Background: an optimization exercise with open tools, aiming at small area and a short achievable clock period. Do not read the settings as production practice. Only simulation tests tie the RTL to the original design; equivalence was not proved. Power is estimated from default activity; no workload was simulated.

## top
module top(rst,clk,acc,rom_addr,rom_data,ram_we,ram_waddr,ram_wdata);
For scale: ~8000 cells after synthesis, ~2300 flip-flops, roughly 67 I/O pins.
Settings: LEC_CHECK=0, CAP_MARGIN=45, CORE_MARGIN=2, CORE_UTILIZATION=45, CTS_CLUSTER_DIAMETER=100, CTS_CLUSTER_SIZE=22, PLACE_DENSITY=0.6, SLEW_MARGIN=45, SYNTH_HIERARCHICAL=1; clock period 20.0 ns.
standard.sh (not shown) runs the stock make flow with config.mk's settings and CLKGATE_MAP_FILE= SYNTH_SCRIPT=/design/flow/synth_recipe.tcl, a recipe that flattens the netlist after the stock synthesis.
==> flow/flow/run.sh <==
#!/bin/bash
# The standard layout, with two changes: timing repair aims past the clock
# period, so that the resizer works on the paths that set the achieved period;
# and the port buffers are plain buffers (sky130_fd_sc_hd__buf_4) that the
# resizer may size, instead of the delay cells buffer_ports picks by itself.
set -euo pipefail
export SETUP_SLACK_MARGIN=12
export TNS_END_PERCENT=100
export BUFFER_PORTS_ARGS="-buffer_cell sky130_fd_sc_hd__buf_4"
bash standard.sh > flow_standard.log 2>&1
Edit:
--- a/flow/flow/run.sh
+++ b/flow/flow/run.sh
@@ -5,5 +5,5 @@
 # resizer may size, instead of the delay cells buffer_ports picks by itself.
 set -euo pipefail
-export SETUP_SLACK_MARGIN=12
+export SETUP_SLACK_MARGIN=11
 export TNS_END_PERCENT=100
 export BUFFER_PORTS_ARGS="-buffer_cell sky130_fd_sc_hd__buf_4"
Result: Cell area fell by a few percent; total power fell by a few percent; flip-flop and latch count does not change; clock-buffer cell count fell by 1; via count fell slightly; routed wire length fell by a few percent; die area does not change; setup slack got worse by 450 ps.

---

top, a different RTL version from the one above (not shown whole).
Size: about 2300 flip-flops, about 67 I/O pins, roughly 100000 sq um of cells after synthesis.
Settings: LEC_CHECK=0, CAP_MARGIN=45, CORE_MARGIN=2, CORE_UTILIZATION=45, CTS_CLUSTER_DIAMETER=100, CTS_CLUSTER_SIZE=22, PLACE_DENSITY=0.6, SLEW_MARGIN=45, SYNTH_HIERARCHICAL=1; clock period 20.0 ns.
==> flow/flow/run.sh <==
#!/bin/bash
# The standard layout, with two changes: timing repair aims past the clock
# period, so that the resizer works on the paths that set the achieved period;
# and the port buffers are plain buffers (sky130_fd_sc_hd__buf_4) that the
# resizer may size, instead of the delay cells buffer_ports picks by itself.
set -euo pipefail
export SETUP_SLACK_MARGIN=11.5
export TNS_END_PERCENT=100
export BUFFER_PORTS_ARGS="-buffer_cell sky130_fd_sc_hd__buf_4"
bash standard.sh > flow_standard.log 2>&1
The starting point completed with no timing, DRC or antenna violations.
==> next run, changes <==
--- a/flow/flow/run.sh
+++ b/flow/flow/run.sh
@@ -5,5 +5,5 @@
 # resizer may size, instead of the delay cells buffer_ports picks by itself.
 set -euo pipefail
-export SETUP_SLACK_MARGIN=11.5
+export SETUP_SLACK_MARGIN=12
 export TNS_END_PERCENT=100
 export BUFFER_PORTS_ARGS="-buffer_cell sky130_fd_sc_hd__buf_4"
--- a/flow/config.mk
+++ b/flow/config.mk
@@ -8,8 +8,8 @@
 export CAP_MARGIN = 45
 export CORE_MARGIN = 2
-export CORE_UTILIZATION = 45
+export CORE_UTILIZATION = 70
 export CTS_CLUSTER_DIAMETER = 100
 export CTS_CLUSTER_SIZE = 22
-export PLACE_DENSITY = 0.6
+export PLACE_DENSITY = 0.8
 export SLEW_MARGIN = 45
 export SYNTH_HIERARCHICAL = 1
What happened:
- The changed run ran to the end with no violations
- global-route usage climbs by 15 points
- utilization climbs by 27 points
- non-clock buffer count climbs by 19
==> next run, changes <==
--- a/flow/flow/run.sh
+++ b/flow/flow/run.sh
@@ -5,5 +5,5 @@
 # resizer may size, instead of the delay cells buffer_ports picks by itself.
 set -euo pipefail
-export SETUP_SLACK_MARGIN=12
+export SETUP_SLACK_MARGIN=13
 export TNS_END_PERCENT=100
 export BUFFER_PORTS_ARGS="-buffer_cell sky130_fd_sc_hd__buf_4"
--- a/flow/config.mk
+++ b/flow/config.mk
@@ -8,8 +8,8 @@
 export CAP_MARGIN = 45
 export CORE_MARGIN = 2
-export CORE_UTILIZATION = 70
+export CORE_UTILIZATION = 45
 export CTS_CLUSTER_DIAMETER = 100
 export CTS_CLUSTER_SIZE = 22
-export PLACE_DENSITY = 0.8
+export PLACE_DENSITY = 0.6
 export SLEW_MARGIN = 45
 export SYNTH_HIERARCHICAL = 1
=> The changed run finished with timing, DRC and antenna clean; die area went up by 55%; worst setup slack improved by 0.0086 ns; core utilization is lower by 27 points.
==> next run, changes <==
--- a/flow/flow/run.sh
+++ b/flow/flow/run.sh
@@ -5,5 +5,5 @@
 # resizer may size, instead of the delay cells buffer_ports picks by itself.
 set -euo pipefail
-export SETUP_SLACK_MARGIN=13
+export SETUP_SLACK_MARGIN=11.5
 export TNS_END_PERCENT=100
 export BUFFER_PORTS_ARGS="-buffer_cell sky130_fd_sc_hd__buf_4"
--- a/flow/config.mk
+++ b/flow/config.mk
@@ -8,8 +8,8 @@
 export CAP_MARGIN = 45
 export CORE_MARGIN = 2
-export CORE_UTILIZATION = 45
+export CORE_UTILIZATION = 60
 export CTS_CLUSTER_DIAMETER = 100
 export CTS_CLUSTER_SIZE = 22
-export PLACE_DENSITY = 0.6
+export PLACE_DENSITY = 0.7
 export SLEW_MARGIN = 45
 export SYNTH_HIERARCHICAL = 1
What happened: The new run ran to the end with no violations. Die area falls by a quarter to a third. Synthesized cell count is unchanged. Cell count falls by a little under a tenth. Wire length falls by a few percent. Utilization rises by 15 points. Cell area falls by a few percent. Global-route usage rises by 8.1 points. Setup slack gets worse by 0.011 ns. Total power falls by a few percent.
==> next run, changes <==
--- a/flow/flow/run.sh
+++ b/flow/flow/run.sh
@@ -5,5 +5,5 @@
 # resizer may size, instead of the delay cells buffer_ports picks by itself.
 set -euo pipefail
-export SETUP_SLACK_MARGIN=11.5
+export SETUP_SLACK_MARGIN=12
 export TNS_END_PERCENT=100
 export BUFFER_PORTS_ARGS="-buffer_cell sky130_fd_sc_hd__buf_4"
After rerunning:
- area after synthesis does not change
- sequential share of layout area goes down by 0.59 points
- wire length goes up slightly
- hold slack gains 0.0035 ns

---

Setup of main:
top, a different RTL version from the one above (not shown whole).
For scale: about 2,300 flip-flops, ~67 I/O pins.
Settings: LEC_CHECK=0, CAP_MARGIN=45, CORE_MARGIN=2, CORE_UTILIZATION=45, CTS_CLUSTER_DIAMETER=100, CTS_CLUSTER_SIZE=22, PLACE_DENSITY=0.6, SLEW_MARGIN=45, SYNTH_HIERARCHICAL=1; clock period 20.0 ns.
==> flow/flow/run.sh <==
#!/bin/bash
# The standard layout, with timing repair aiming past the clock period so that
# the resizer works on the paths that set the achieved period.
set -euo pipefail
export SETUP_SLACK_MARGIN=11
export TNS_END_PERCENT=100
bash standard.sh > flow_standard.log 2>&1
main ended with every stage complete and zero timing, DRC or antenna violations.
Inputs modified between main and the feature branch:
==> flow/flow/run.sh <==
#!/bin/bash
# The standard layout, with two changes: timing repair aims past the clock
# period, so that the resizer works on the paths that set the achieved period;
# and the port buffers are plain buffers (sky130_fd_sc_hd__buf_4) that the
# resizer may size, instead of the delay cells buffer_ports picks by itself.
set -euo pipefail
export SETUP_SLACK_MARGIN=11
export TNS_END_PERCENT=100
export BUFFER_PORTS_ARGS="-buffer_cell sky130_fd_sc_hd__buf_4"
bash standard.sh > flow_standard.log 2>&1
- Re setup slack of the most critical reg-to-reg path: main and the feature branch aren't equal, and the higher value belongs to main.
- The feature branch completed end to end with timing, DRC and antenna clean.
- Status: combinational power share parity (main, the feature branch)
- Highest net fanout along the worst path (lower): the feature branch

re-timing with driven ports:
No port has a modelled driver above. Below, the same layouts with a new extraction and two added sets of constraints.
Step 1 (the two cells are an assumption about what drives the block):
set clk [get_ports {clk}]
set_driving_cell -lib_cell sky130_fd_sc_hd__clkbuf_16 $clk
set_driving_cell -lib_cell sky130_fd_sc_hd__buf_2 [delete_from_list [all_inputs] $clk]
Step 2, shift: input delay + t, output delay - t, t = (earliest + latest rising clock arrival at the registers) / 2. This alone moves slack from input paths to output paths.
Slacks: ideal / step 1 / step 2; pairs: ideal / step 1.
run | t, ns | slack for setup (ns) | worst register clock-pin slew, ns
the first run of note 1 | 0.903 | 11.476 / 11.145 / 11.145 | 0.10 / 0.10
the second run of note 1 | 0.904 | 11.029 / 10.972 / 10.991 | 0.10 / 0.10
the first run of note 2 | 0.924 | 11.510 / 11.213 / 11.213 | 0.10 / 0.10
the second run of note 2 | 0.910 | 11.516 / 11.167 / 11.167 | 0.10 / 0.10
the third run of note 2 | 0.925 | 11.525 / 11.122 / 11.122 | 0.10 / 0.10
the fourth run of note 2 | 0.886 | 11.514 / 11.239 / 11.239 | 0.11 / 0.11
the fifth run of note 2 | 0.890 | 11.516 / 11.164 / 11.164 | 0.10 / 0.10
main | 0.913 | 11.047 / 10.917 / 10.801 | 0.10 / 0.10
the feature branch | 0.912 | 11.059 / 10.945 / 10.401 | 0.10 / 0.10
After both steps every run listed still meets setup and hold. For the feature branch, which loses most, drivers alone change the setup slack by -0.114 ns; drivers and shift together by -0.658 ns.
